Background: an optimization exercise with open tools, aiming at small area, a short achievable clock period and few clock cycles. Do not read the settings as production practice.
Where RTL was checked, it was by simulation tests only, not by an equivalence proof against the original.
Power figures rest on the tool's default switching activity, not on a simulated workload.

Setup of main:
## JAM
module JAM (CLK, RST, W, J, Cost, MatchCount, MinCost, Valid);
input CLK;
input RST;
output reg [2:0] W;
output reg [2:0] J;
input [6:0] Cost;
output reg [3:0] MatchCount;
output reg [9:0] MinCost;
output reg Valid;
localparam ST_SCAN = 3'd0, ST_WAIT = 3'd1, ST_LAST = 3'd2,
           ST_READ = 3'd4, ST_DFSA = 3'd5, ST_DFSB = 3'd6, ST_DONE = 3'd7;
reg [2:0] st;
reg [2:0] row;           
reg [6:0] u  [0:7];      
reg [6:0] nv [0:7];      
reg [8:0] minv [0:7];    
reg [2:0] way [0:7];     
reg [7:0] vw;            
reg [2:0] p [0:7];       
reg [7:0] matched;
reg [7:0] used;          
reg [7:0] rowin;         
reg [7:0] todo;          
reg [2:0] j0;            
reg [8:0] delta;         
reg [6:0] D;             
reg [6:0] inc;           
reg [2:0] j1;
reg first;               
reg ph;                  
reg upd;                 
reg aug;                 
reg [2:0] ja;
reg [2:0] arow;
reg [7:0] abv;           
reg [7:0] candr;         
  ...
Settings: LEC_CHECK=0, ABC_AREA=1, CAP_MARGIN=20, CORE_MARGIN=2, CORE_UTILIZATION=40, SETUP_SLACK_MARGIN=2.4, SLEW_MARGIN=20; clock period 5.0 ns.
run.sh (not shown) runs the stock make flow with config.mk's settings and CLKGATE_MAP_FILE= SYNTH_SCRIPT=/design/flow/synth_recipe.tcl, a recipe that flattens the netlist after the stock synthesis.
Modified inputs, the feature branch compared to main
--- a/flow/design.v
+++ b/flow/design.v
@@ -16,30 +16,35 @@
 reg [8:0] minv [0:7];    
 reg [2:0] way [0:7];     
 reg [7:0] vw;            
 reg [2:0] p [0:7];       
 reg [7:0] matched;
 reg [7:0] used;          
 reg [7:0] rowin;         
 reg [7:0] todo;          
+reg [6:0] uW;            
 reg [2:0] j0;            
 reg [8:0] delta;         
 reg [6:0] D;             
 reg [6:0] inc;           
 reg [2:0] j1;
 reg first;               
 reg ph;                  
 reg upd;                 
 reg aug;                 
 reg [2:0] ja;
 reg [2:0] arow;
 reg [7:0] abv;           
 reg [7:0] candr;         
 reg one;                 
+reg s1v, s1l, s1r;
+reg [6:0] s1c;
+reg [6:0] s1p;
+reg [2:0] s1j, s1w;
 reg s2v, s2l;
 reg [8:0] s2c, s2m;
 reg [2:0] s2j, s2w;
 reg s2r;
 reg pend;                
 reg [1:0] pcr;
 reg s3l;
 integer k;
@@ -59,17 +64,17 @@
         a = |m[3:0];
         b = |m[7:4];
         ma = (m[0] & m[1]) | (m[2] & m[3]) | ((m[0] | m[1]) & (m[2] | m[3]));
         mb = (m[4] & m[5]) | (m[6] & m[7]) | ((m[4] | m[5]) & (m[6] | m[7]));
         single = ~(ma | mb | (a & b));
     end
 endfunction
 wire [3:0] nx = lowest(todo);
-wire [9:0] cur = {3'b0, Cost} + {3'b0, nv[J]} + {3'b0, D} - {3'b0, u[W]};
+wire [9:0] cur = {3'b0, s1c} + {3'b0, s1p} + {3'b0, D} - {3'b0, uW};
 wire lt = s2c < s2m;
 wire c1 = s2c < delta;
 wire c2 = s2m < delta;
 wire take = lt ? c1 : c2;
 wire [8:0] mnew = lt ? s2c : s2m;
 wire [7:0] used_j = used | (8'd1 << j1);
 wire [3:0] fj = lowest(~used_j);
 wire [2:0] pj = p[j1];
@@ -100,25 +105,28 @@
         above[k] = (k > sprev);
 always @(posedge CLK) begin
     if (RST) begin
         st <= ST_SCAN;
         row <= 3'd0;
         W <= 3'd0;
         J <= 3'd0;
         todo <= 8'hfe;
+        uW <= 7'd0;
         first <= 1'b1;
         ph <= 1'b1;
         upd <= 1'b0;
         aug <= 1'b0;
         delta <= 9'h1ff;
         D <= 7'd0;
         used <= 8'd0;
         rowin <= 8'd0;
         matched <= 8'd0;
+        s1v <= 1'b0;
+        s1r <= 1'b0;
         s2v <= 1'b0;
         s3l <= 1'b0;
         MinCost <= 10'd0;
         MatchCount <= 4'd0;
         Valid <= 1'b0;
         for (k = 0; k < 8; k = k + 1) begin
             u[k] <= 7'd0;
             nv[k] <= 7'd0;
@@ -128,26 +136,31 @@
         if (upd) begin
             for (k = 0; k < 8; k = k + 1) begin
                 if (used[k] && k != j1)
                     nv[k] <= nv[k] + inc;
                 if (rowin[k] && (k != W || st == ST_LAST))
                     u[k] <= u[k] + inc;
             end
             MinCost <= MinCost + {3'd0, inc};
+            uW <= u[W];
             delta <= 9'h1ff;
         end
         if (aug) begin
             matched[ja] <= 1'b1;
             if (vw[ja]) aug <= 1'b0;
         end
-        s2v <= (st == ST_SCAN);
+        s1v <= (st == ST_SCAN);
+        s1r <= (st == ST_READ);
+        s2v <= s1v;
         s3l <= s2v && s2l;
         if (s2v && take)
             delta <= mnew;
+        if (s1r && s1j == 3'd7)
+            uW <= u[s1w + 3'd1];
         case (st)
         ST_SCAN: begin
             if (ph) begin
                 ph <= 1'b0;
                 used <= 8'd0;
                 rowin <= 8'd1 << row;
             end
             if (todo == 8'd0)
@@ -189,16 +202,18 @@
         end
         ST_LAST: begin
             used <= 8'd0;
             W <= 3'd0;
             J <= 3'd0;
             st <= ST_READ;
         end
         ST_READ: begin
+            if ({W, J} == 6'd0)
+                uW <= u[0];
             {W, J} <= {W, J} + 6'd1;
             if ({W, J} == 6'd63) begin
                 W <= 3'd0;
                 st <= ST_DFSA;
             end
         end
         ST_DFSA: begin
             if (pend)
@@ -228,22 +243,27 @@
         end
         default: begin
             Valid <= 1'b1;
         end
         endcase
     end
 end
 always @(posedge CLK) begin
-    s2l <= (todo == 8'd0);
+    s1l <= (todo == 8'd0);
+    s1c <= Cost;
+    s1p <= nv[J];
+    s1j <= J;
+    s1w <= W;
+    s2l <= s1l;
     s2c <= cur[8:0];
-    s2m <= first ? 9'h1ff : minv[J];
-    s2j <= J;
-    s2w <= W;
-    s2r <= (st == ST_READ);
+    s2m <= first ? 9'h1ff : minv[s1j];
+    s2j <= s1j;
+    s2w <= s1w;
+    s2r <= s1r;
     if (s2r)
         minv[s2w][s2j] <= (s2c == 9'd0);
     if (s2v) begin
         minv[s2j] <= mnew;
         if (!first && lt) begin
             vw[s2j] <= 1'b0;
             way[s2j] <= j0;
         end
==> comparison <==
- What main reported for sequential power has to be multiplied by 1.07 to get the figure for the feature branch.
- The feature branch finished end to end and its layout was clean on timing, DRC and antenna.
- On number of vias in the routed layout, the lower figure sits with main, not the feature branch.
- Number of setup buffers added after CTS shrinks by more than half when moving from main to the feature branch.
- On adder-cell area share of the yosys netlist: the feature branch sits below main.
- The final reports for the feature branch and main show time the final worst path needs with I/O delays and setup lower in the former.
- From main to the feature branch the numbers moved as follows: wire length +5.4%, area enclosed by the die boundary +about 4.5%, total number of sequential cells +30.
Testbench counts of the feature branch, summed over its fixed seeds: cycles 4,446.
Only the layout flow was run in main; the RTL was not checked for function there.

==> afterwards: timing with drivers on the ports <==
Ports are ideal in the flow. The routed layouts listed here were re-timed in OpenROAD.
Step 1 sets driving cells, clkbuf_16 on the clock port and buf_2 on the other inputs (assumed; they add their load-dependent delay and slew).
Step 2, shift: input delay + t, output delay - t, t = (earliest + latest rising clock arrival at the registers) / 2. This alone moves slack from input paths to output paths.
a / b / c = ideal ports / drivers / drivers and shift; a / b = the first two.
| run | shift t [ns] | setup slack, ns | worst setup path after step 2 |
|---|---|---|---|
| main | 0.644 | 1.282 / 1.282 / 1.221 | input to register |
| the feature branch | 0.675 | 2.320 / 2.320 / 2.320 | register to register |
After both steps setup and hold are still met in every run listed. For main, which loses most, drivers alone change the setup slack by 0.000 ns; drivers and shift together by -0.061 ns.
